From an optimization exercise on the open Yosys and OpenROAD flow, aimed at small area, a short achievable clock period and few clock cycles; shortcuts taken in it are not production practice.
RTL that was checked went through simulation tests only; none was proved equivalent to the original.
No activity file was given, so power comes from the tool's default toggle rates.

== the reference run ==
## sdram_controller
module sdram_controller (
        input   clk,
        input   rst,
        output  sdram_cle,
        output  sdram_cs,
        output  sdram_cas,
        output  sdram_ras,
        output  sdram_we,
        output  sdram_dqm,
        output  [1:0]  sdram_ba,
        output  [12:0] sdram_a,
        input   [31:0] sdram_dqi,
        output  [31:0] sdram_dqo,
        input   [22:0] user_addr,
        input   rw,                  
        input   [31:0] data_in,
        output  [31:0] data_out,
        output  busy,
        input   in_valid,
        output  out_valid
    );
Size in the first run: ~160 flip-flops, about 7500 µm² of cells after synthesis.
Settings: LEC_CHECK=0, CAP_MARGIN=20, CORE_MARGIN=2, CORE_UTILIZATION=40, SETUP_SLACK_MARGIN=3.0, SLEW_MARGIN=20; clock period 5.0 ns.
run.sh (not shown) runs the stock make flow with config.mk's settings and CLKGATE_MAP_FILE= SYNTH_SCRIPT=/design/flow/synth_recipe.tcl, a recipe that flattens the netlist after the stock synthesis.
#### Input delta (the trial run over the reference run)
-- flow/design.v --
<<< the reference run, line 33
    reg  [31:0] req_data;
    reg         req_hit;         
    reg         rq_open;         
    reg         rq_zero;         
    reg         rq_colok;        
    reg  [12:0] row0, row1, row2, row3;
    reg  [3:0]  open;
>>> the trial run, line 33
    reg  [31:0] req_data;
    reg         req_hit;         
    reg  [12:0] row0, row1, row2, row3;
    reg  [3:0]  open;
<<< the reference run, line 71
    wire in_hit   = |(in_sel & open & rmatch);
    wire rdv0 = (rd_v == 2'd0);
    wire b_col = busy_w & req_hit & rq_colok & (~req_rw | rdv0);
    wire b_pre = busy_w & ~req_hit & rq_open & rq_zero;
>>> the trial run, line 68
    wire in_hit   = |(in_sel & open & rmatch);
    wire rdv0 = (rd_v == 2'd0);
    wire rq_open  = open[req_b];
    wire rq_zero  = zero[req_b];
    wire rq_colok = colok[req_b];
    wire b_col = busy_w & req_hit & rq_colok & (~req_rw | rdv0);
    wire b_pre = busy_w & ~req_hit & rq_open & rq_zero;
<<< the reference run, line 90
    wire [5:0]  x_col = acc ? in_col : req_col;
    wire        x_rw  = acc ? rw : req_rw;
    wire [1:0]  x_b   = acc ? in_b : req_b;
    wire        xv    = acc | busy_w;
    wire [3:0] tsel  = 4'b0001 << t_b;
    wire [3:0] act_k = {4{do_act}} & tsel;
    wire t_open = |(open & tsel);
    wire [12:0] a_d = (~t_open & ~rp) ? t_row : {2'b00, rp, 4'b0000, x_col};
    function [2:0] vnext;
        input [2:0] v;
>>> the trial run, line 90
    wire [5:0]  x_col = acc ? in_col : req_col;
    wire        x_rw  = acc ? rw : req_rw;
    wire        xv    = acc | busy_w;
    wire [3:0] tsel  = 4'b0001 << t_b;
    wire [3:0] act_k = {4{do_act}} & tsel;
    wire [12:0] a_d = do_act ? t_row : {2'b00, do_preall, 4'b0000, x_col};
    function [2:0] vnext;
        input [2:0] v;
<<< the reference run, line 116
    wire [2:0]  n_cmd   [0:1];
    wire [3:0]  n_open  [0:1];
    wire [2:0]  n_xf    [0:1];
    wire [11:0] n_v     [0:1];
    wire [1:0]  n_rdv   [0:1];
>>> the trial run, line 114
    wire [2:0]  n_cmd   [0:1];
    wire [3:0]  n_open  [0:1];
    wire [11:0] n_v     [0:1];
    wire [1:0]  n_rdv   [0:1];
<<< the reference run, line 141
            assign n_rdv[h] = (do_col & ~x_rw) ? 2'd2 : rdv0 ? 2'd0 : rd_v - 2'd1;
            assign n_rqhit[h] = ((acc ? hit : req_hit) & ~do_preall) | do_act_x;
            wire [2:0] nv [0:3];
            assign {nv[3], nv[2], nv[1], nv[0]} = n_v[h];
            wire [2:0] nvx = nv[x_b];
            assign n_xf[h] = {n_open[h][x_b], nvx == 3'd0, nvx <= 3'd2};
        end
    endgenerate
>>> the trial run, line 138
            assign n_rdv[h] = (do_col & ~x_rw) ? 2'd2 : rdv0 ? 2'd0 : rd_v - 2'd1;
            assign n_rqhit[h] = ((acc ? hit : req_hit) & ~do_preall) | do_act_x;
        end
    endgenerate
<<< the reference run, line 173
        ba_q <= t_b;
        req_hit <= n_rqhit[hs];
        {rq_open, rq_zero, rq_colok} <= n_xf[hs];
        if (acc) begin
            req_rw <= rw;
>>> the trial run, line 166
        ba_q <= t_b;
        req_hit <= n_rqhit[hs];
        if (acc) begin
            req_rw <= rw;
<<< the reference run, line 181
            req_data <= data_in;
        end
        if (tsel[0] & ~open[0]) row0 <= t_row;
        if (tsel[1] & ~open[1]) row1 <= t_row;
        if (tsel[2] & ~open[2]) row2 <= t_row;
        if (tsel[3] & ~open[3]) row3 <= t_row;
    end
endmodule
>>> the trial run, line 173
            req_data <= data_in;
        end
        if (act_k[0]) row0 <= t_row;
        if (act_k[1]) row1 <= t_row;
        if (act_k[2]) row2 <= t_row;
        if (act_k[3]) row3 <= t_row;
    end
endmodule
==> comparison <==
The maximum clock frequency of the trial run is higher than that of the reference run. Lower cell count after synthesis among the trial run and the reference run: the trial run. Against the reference run, the trial run reports a final cell count that is lower. Note that the finished layout cell area recorded for the reference run amounts to 1.05 times the value seen in the trial run. The trial run — part of the power in combinational logic 1.5 points lower, the reference run as reference. On final wirelength: between the trial run and the reference run, it ends up lower for the trial run. The trial run vs. the reference run: total routing usage reported by global routing went down by 0.39 points.
No run of this note included a check of the RTL's function; only the layout flow was run.

The RTL this note starts from:
==> flow/design.v <==
module sdram_controller (
        input   clk,
        input   rst,
        output  sdram_cle,
        output  sdram_cs,
        output  sdram_cas,
        output  sdram_ras,
        output  sdram_we,
        output  sdram_dqm,
        output  [1:0]  sdram_ba,
        output  [12:0] sdram_a,
        input   [31:0] sdram_dqi,
        output  [31:0] sdram_dqo,
        input   [22:0] user_addr,
        input   rw,                  
        input   [31:0] data_in,
        output  [31:0] data_out,
        output  busy,
        input   in_valid,
        output  out_valid
    );
    localparam [9:0] REF_ST = 10'd380;
    localparam [2:0] C_NOP = 3'b111,
                     C_RD  = 3'b101;
    reg  [2:0]  cmd_q;
    reg  [12:0] a_q;
    reg  [1:0]  ba_q;
    reg         req_valid;
    reg         req_rw;
    reg  [1:0]  req_b;
    reg  [12:0] req_row;
    reg  [5:0]  req_col;
    reg  [31:0] req_data;
    reg         req_hit;         
    reg  [12:0] row0, row1, row2, row3;
    reg  [3:0]  open;
    reg  [2:0]  v0, v1, v2, v3;
    reg         act_last;        
    reg  [1:0]  rd_v;            
    reg  [9:0]  rcnt;            
    reg         rp;              
    reg  [1:0]  rdp;             
    assign sdram_cle = 1'b1;
    assign sdram_cs  = 1'b0;
    assign sdram_ras = cmd_q[2];
    assign sdram_cas = cmd_q[1];
    assign sdram_we  = cmd_q[0];
    assign sdram_dqm = 1'b0;
    assign sdram_ba  = ba_q;
    assign sdram_a   = a_q;
    assign sdram_dqo = req_data;
    assign out_valid = rdp[1];
    assign data_out  = sdram_dqi;
    wire col_q  = cmd_q[2] & ~cmd_q[1];
    wire busy_w = req_valid & ~col_q;
    assign busy = busy_w;
    wire acc = in_valid & ~busy_w;
    wire [1:0]  in_b   = user_addr[9:8];
    wire [12:0] in_row = user_addr[22:10];
    wire [5:0]  in_col = user_addr[7:2];
    wire [3:0] zero  = {v3 == 3'd0, v2 == 3'd0, v1 == 3'd0, v0 == 3'd0};
    wire [3:0] colok = {v3 <= 3'd2, v2 <= 3'd2, v1 <= 3'd2, v0 <= 3'd2};
    wire [3:0] rmatch = {row3 == in_row, row2 == in_row, row1 == in_row, row0 == in_row};
    wire [3:0] in_sel = 4'b0001 << in_b;
    wire in_open  = open[in_b];
    wire in_zero  = zero[in_b];
    wire in_colok = colok[in_b];
    wire in_hit   = |(in_sel & open & rmatch);
    wire rdv0 = (rd_v == 2'd0);
    wire rq_open  = open[req_b];
    wire rq_zero  = zero[req_b];
    wire rq_colok = colok[req_b];
    wire b_col = busy_w & req_hit & rq_colok & (~req_rw | rdv0);
    wire b_pre = busy_w & ~req_hit & rq_open & rq_zero;
    wire b_act = busy_w & ~rq_open & rq_zero & ~act_last;
    wire b_any = b_col | b_pre | b_act;
    wire pe    = busy_w & ~b_any & in_valid & (in_b != req_b);
    wire y_act = pe & ~in_open & in_zero & ~act_last;
    wire a_act = ~in_open & in_zero & ~act_last;
    wire do_act_x = ~rp & (acc ? a_act : b_act);
    wire do_act   = ~rp & (acc ? a_act : (b_act | y_act));
    wire any_open   = |open;
    wire all_zero   = &zero;
    wire pre_ok_all = &(zero | ~open);
    wire do_preall  = rp & any_open & pre_ok_all;
    wire do_ref     = rp & ~any_open & all_zero;
    wire        sel_in = acc | ~b_any;
    wire [1:0]  t_b   = sel_in ? in_b   : req_b;
    wire [12:0] t_row = sel_in ? in_row : req_row;
    wire [5:0]  x_col = acc ? in_col : req_col;
    wire        x_rw  = acc ? rw : req_rw;
    wire        xv    = acc | busy_w;
    wire [3:0] tsel  = 4'b0001 << t_b;
    wire [3:0] act_k = {4{do_act}} & tsel;
    wire [12:0] a_d = do_act ? t_row : {2'b00, do_preall, 4'b0000, x_col};
    function [2:0] vnext;
        input [2:0] v;
        input act, pre, wr, rf;
        reg [2:0] dec;
        begin
            dec = (v == 3'd0) ? 3'd0 : v - 3'd1;
            if (act)
                vnext = 3'd4;
            else if (pre)
                vnext = 3'd2;
            else if (rf)
                vnext = 3'd6;
            else if (wr && dec == 3'd0)
                vnext = 3'd1;
            else
                vnext = dec;
        end
    endfunction
    wire [2:0]  n_cmd   [0:1];
    wire [3:0]  n_open  [0:1];
    wire [11:0] n_v     [0:1];
    wire [1:0]  n_rdv   [0:1];
    wire        n_rqhit [0:1];
    genvar h;
    generate
        for (h = 0; h < 2; h = h + 1) begin : hx
            wire hit = (h == 1);
            wire y_pre = pe & in_open & in_zero & ~hit;
            wire a_col = hit & in_colok & (~rw | rdv0);
            wire a_pre = ~hit & in_open & in_zero;
            wire do_col = ~rp & (acc ? a_col : b_col);
            wire do_pre = ~rp & (acc ? a_pre : (b_pre | y_pre));
            wire [3:0] pre_k = ({4{do_pre}} & tsel) | {4{do_preall}};
            wire [3:0] wr_k  = {4{do_col & x_rw}} & tsel;
            assign n_cmd[h] = {~(do_act | do_pre | do_preall | do_ref),
                               ~(do_col | do_ref),
                               ~((do_col & x_rw) | do_pre | do_preall)};
            assign n_open[h] = (open | act_k) & ~pre_k;
            assign n_v[h] = {vnext(v3, act_k[3], pre_k[3], wr_k[3], do_ref),
                             vnext(v2, act_k[2], pre_k[2], wr_k[2], do_ref),
                             vnext(v1, act_k[1], pre_k[1], wr_k[1], do_ref),
                             vnext(v0, act_k[0], pre_k[0], wr_k[0], do_ref)};
            assign n_rdv[h] = (do_col & ~x_rw) ? 2'd2 : rdv0 ? 2'd0 : rd_v - 2'd1;
            assign n_rqhit[h] = ((acc ? hit : req_hit) & ~do_preall) | do_act_x;
        end
    endgenerate
    wire hs = in_hit;
    always @(posedge clk) begin
        if (rst) begin
            cmd_q <= C_NOP;
            req_valid <= 1'b0;
            open <= 4'd0;
            v0 <= 3'd0; v1 <= 3'd0; v2 <= 3'd0; v3 <= 3'd0;
            act_last <= 1'b0;
            rd_v <= 2'd0;
            rcnt <= 10'd1;
            rp <= 1'b0;
            rdp <= 2'd0;
        end else begin
            cmd_q <= n_cmd[hs];
            req_valid <= xv;
            open <= n_open[hs];
            {v3, v2, v1, v0} <= n_v[hs];
            act_last <= do_act;
            rd_v <= n_rdv[hs];
            rcnt <= do_ref ? 10'd1 : {rcnt[8:0], rcnt[9] ^ rcnt[6]};
            rp <= (rp & ~do_ref) | (rcnt == REF_ST);
            rdp <= {rdp[0], cmd_q == C_RD};
        end
        a_q <= a_d;
        ba_q <= t_b;
        req_hit <= n_rqhit[hs];
        if (acc) begin
            req_rw <= rw;
            req_b <= in_b;
            req_row <= in_row;
            req_col <= in_col;
            req_data <= data_in;
        end
        if (act_k[0]) row0 <= t_row;
        if (act_k[1]) row1 <= t_row;
        if (act_k[2]) row2 <= t_row;
        if (act_k[3]) row3 <= t_row;
    end
endmodule
clock: 5.0 ns
lec_check: 0
cap_margin: 20
core_margin: 2
core_utilization: 60
cts_buf_list: sky130_fd_sc_hd__clkbuf_4 sky130_fd_sc_hd__clkbuf_8
cts_cluster_size: 40
setup_slack_margin: 2.2
slew_margin: 20
standard.sh (not shown) runs the stock make flow with config.mk's settings and CLKGATE_MAP_FILE= SYNTH_SCRIPT=/design/flow/synth_recipe.tcl, a recipe that flattens the netlist after the stock synthesis.
==> flow/flow/run.sh <==
#!/bin/bash
# The standard layout (the standard.sh, all ORFS steps unchanged), except that the
# buffers ORFS puts on every input and output port are sky130_fd_sc_hd__buf_2 cells.
set -euo pipefail
export BUFFER_PORTS_ARGS="-buffer_cell sky130_fd_sc_hd__buf_2"
bash standard.sh > standard.log 2>&1
Testbench counts at the start, summed over its fixed seeds: cycles 76,097.
Change:
--- a/flow/design.v
+++ b/flow/design.v
@@ -28,6 +28,5 @@
     reg         req_valid;
     reg         req_rw;
-    reg  [1:0]  req_b;
-    reg  [12:0] req_row;
+    reg  [3:0]  rq_sel;          
     reg  [5:0]  req_col;
     reg  [31:0] req_data;
@@ -68,12 +67,13 @@
     wire in_hit   = |(in_sel & open & rmatch);
     wire rdv0 = (rd_v == 2'd0);
-    wire rq_open  = open[req_b];
-    wire rq_zero  = zero[req_b];
-    wire rq_colok = colok[req_b];
+    wire [1:0] req_b = {rq_sel[3] | rq_sel[2], rq_sel[3] | rq_sel[1]};
+    wire rq_open  = |(rq_sel & open);
+    wire rq_zero  = |(rq_sel & zero);
+    wire rq_colok = |(rq_sel & colok);
     wire b_col = busy_w & req_hit & rq_colok & (~req_rw | rdv0);
     wire b_pre = busy_w & ~req_hit & rq_open & rq_zero;
     wire b_act = busy_w & ~rq_open & rq_zero & ~act_last;
     wire b_any = b_col | b_pre | b_act;
-    wire pe    = busy_w & ~b_any & in_valid & (in_b != req_b);
+    wire pe    = busy_w & ~b_any & in_valid & ~|(in_sel & rq_sel);
     wire y_act = pe & ~in_open & in_zero & ~act_last;
     wire a_act = ~in_open & in_zero & ~act_last;
@@ -87,5 +87,7 @@
     wire        sel_in = acc | ~b_any;
     wire [1:0]  t_b   = sel_in ? in_b   : req_b;
-    wire [12:0] t_row = sel_in ? in_row : req_row;
+    wire [12:0] rq_row = ({13{rq_sel[0]}} & row0) | ({13{rq_sel[1]}} & row1) |
+                         ({13{rq_sel[2]}} & row2) | ({13{rq_sel[3]}} & row3);
+    wire [12:0] t_row = sel_in ? in_row : rq_row;
     wire [5:0]  x_col = acc ? in_col : req_col;
     wire        x_rw  = acc ? rw : req_rw;
@@ -141,4 +143,5 @@
     endgenerate
     wire hs = in_hit;
+    wire [3:0] row_en = in_sel & ({4{acc}} | (~open & ~({4{busy_w}} & rq_sel)));
     always @(posedge clk) begin
         if (rst) begin
@@ -168,13 +171,12 @@
         if (acc) begin
             req_rw <= rw;
-            req_b <= in_b;
-            req_row <= in_row;
+            rq_sel <= in_sel;
             req_col <= in_col;
             req_data <= data_in;
         end
-        if (act_k[0]) row0 <= t_row;
-        if (act_k[1]) row1 <= t_row;
-        if (act_k[2]) row2 <= t_row;
-        if (act_k[3]) row3 <= t_row;
+        if (row_en[0]) row0 <= in_row;
+        if (row_en[1]) row1 <= in_row;
+        if (row_en[2]) row2 <= in_row;
+        if (row_en[3]) row3 <= in_row;
     end
 endmodule
Design area goes up by 2.6%.
Routed wire length grows by 22%.
Final cell count rises by 13%.
Critical path depth does not change.
Total power shrinks by 14%.
Sequential cell count falls by 11.
Hold slack stays flat.
Via count climbs by about 22%.
Worst setup slack is worse by 88 ps.
Die area goes up by 1.2%.
Sequential power drops by about 16%.
Fmax came out lower by 3.1%.
Non-clock buffer count came out higher by 18.
Sequential share of layout area fell by 5.6 points.
No functional check of the RTL was part of the second run of this note.

==> re-timing with driven ports <==
No port has a modelled driver above. Below, the same layouts with a new extraction and two added sets of constraints. Step 1 (the two cells are an assumption about what drives the block):
set clk [get_ports {clk}]
set_driving_cell -lib_cell sky130_fd_sc_hd__clkbuf_16 $clk
set_driving_cell -lib_cell sky130_fd_sc_hd__buf_2 [delete_from_list [all_inputs] $clk]
Step 2 adds t to the input delays and takes it off the output delays; t is the mean of the earliest and latest rising clock arrival at the registers after step 1. Input paths then give back, and output paths get back, about the clock's delay inside the block. Slacks: ideal ports / drivers / drivers and shift; pairs: ideal ports / drivers.
run	t, ns	slack for setup (ns)	hold WS [ns]	worst setup path after step 2
the reference run	0.464	2.205 / 2.182 / 1.719	0.435 / 0.435 / 0.435	input to register
the trial run	0.472	2.446 / 2.426 / 1.954	0.439 / 0.439 / 0.439	input to register
the first run of note 2	0.485	2.281 / 2.293 / 1.808	0.452 / 0.452 / 0.452	input to register
the second run of note 2	0.493	2.192 / 2.193 / 1.700	0.452 / 0.452 / 0.452	input to register
After both steps setup and hold are still met in every run listed.
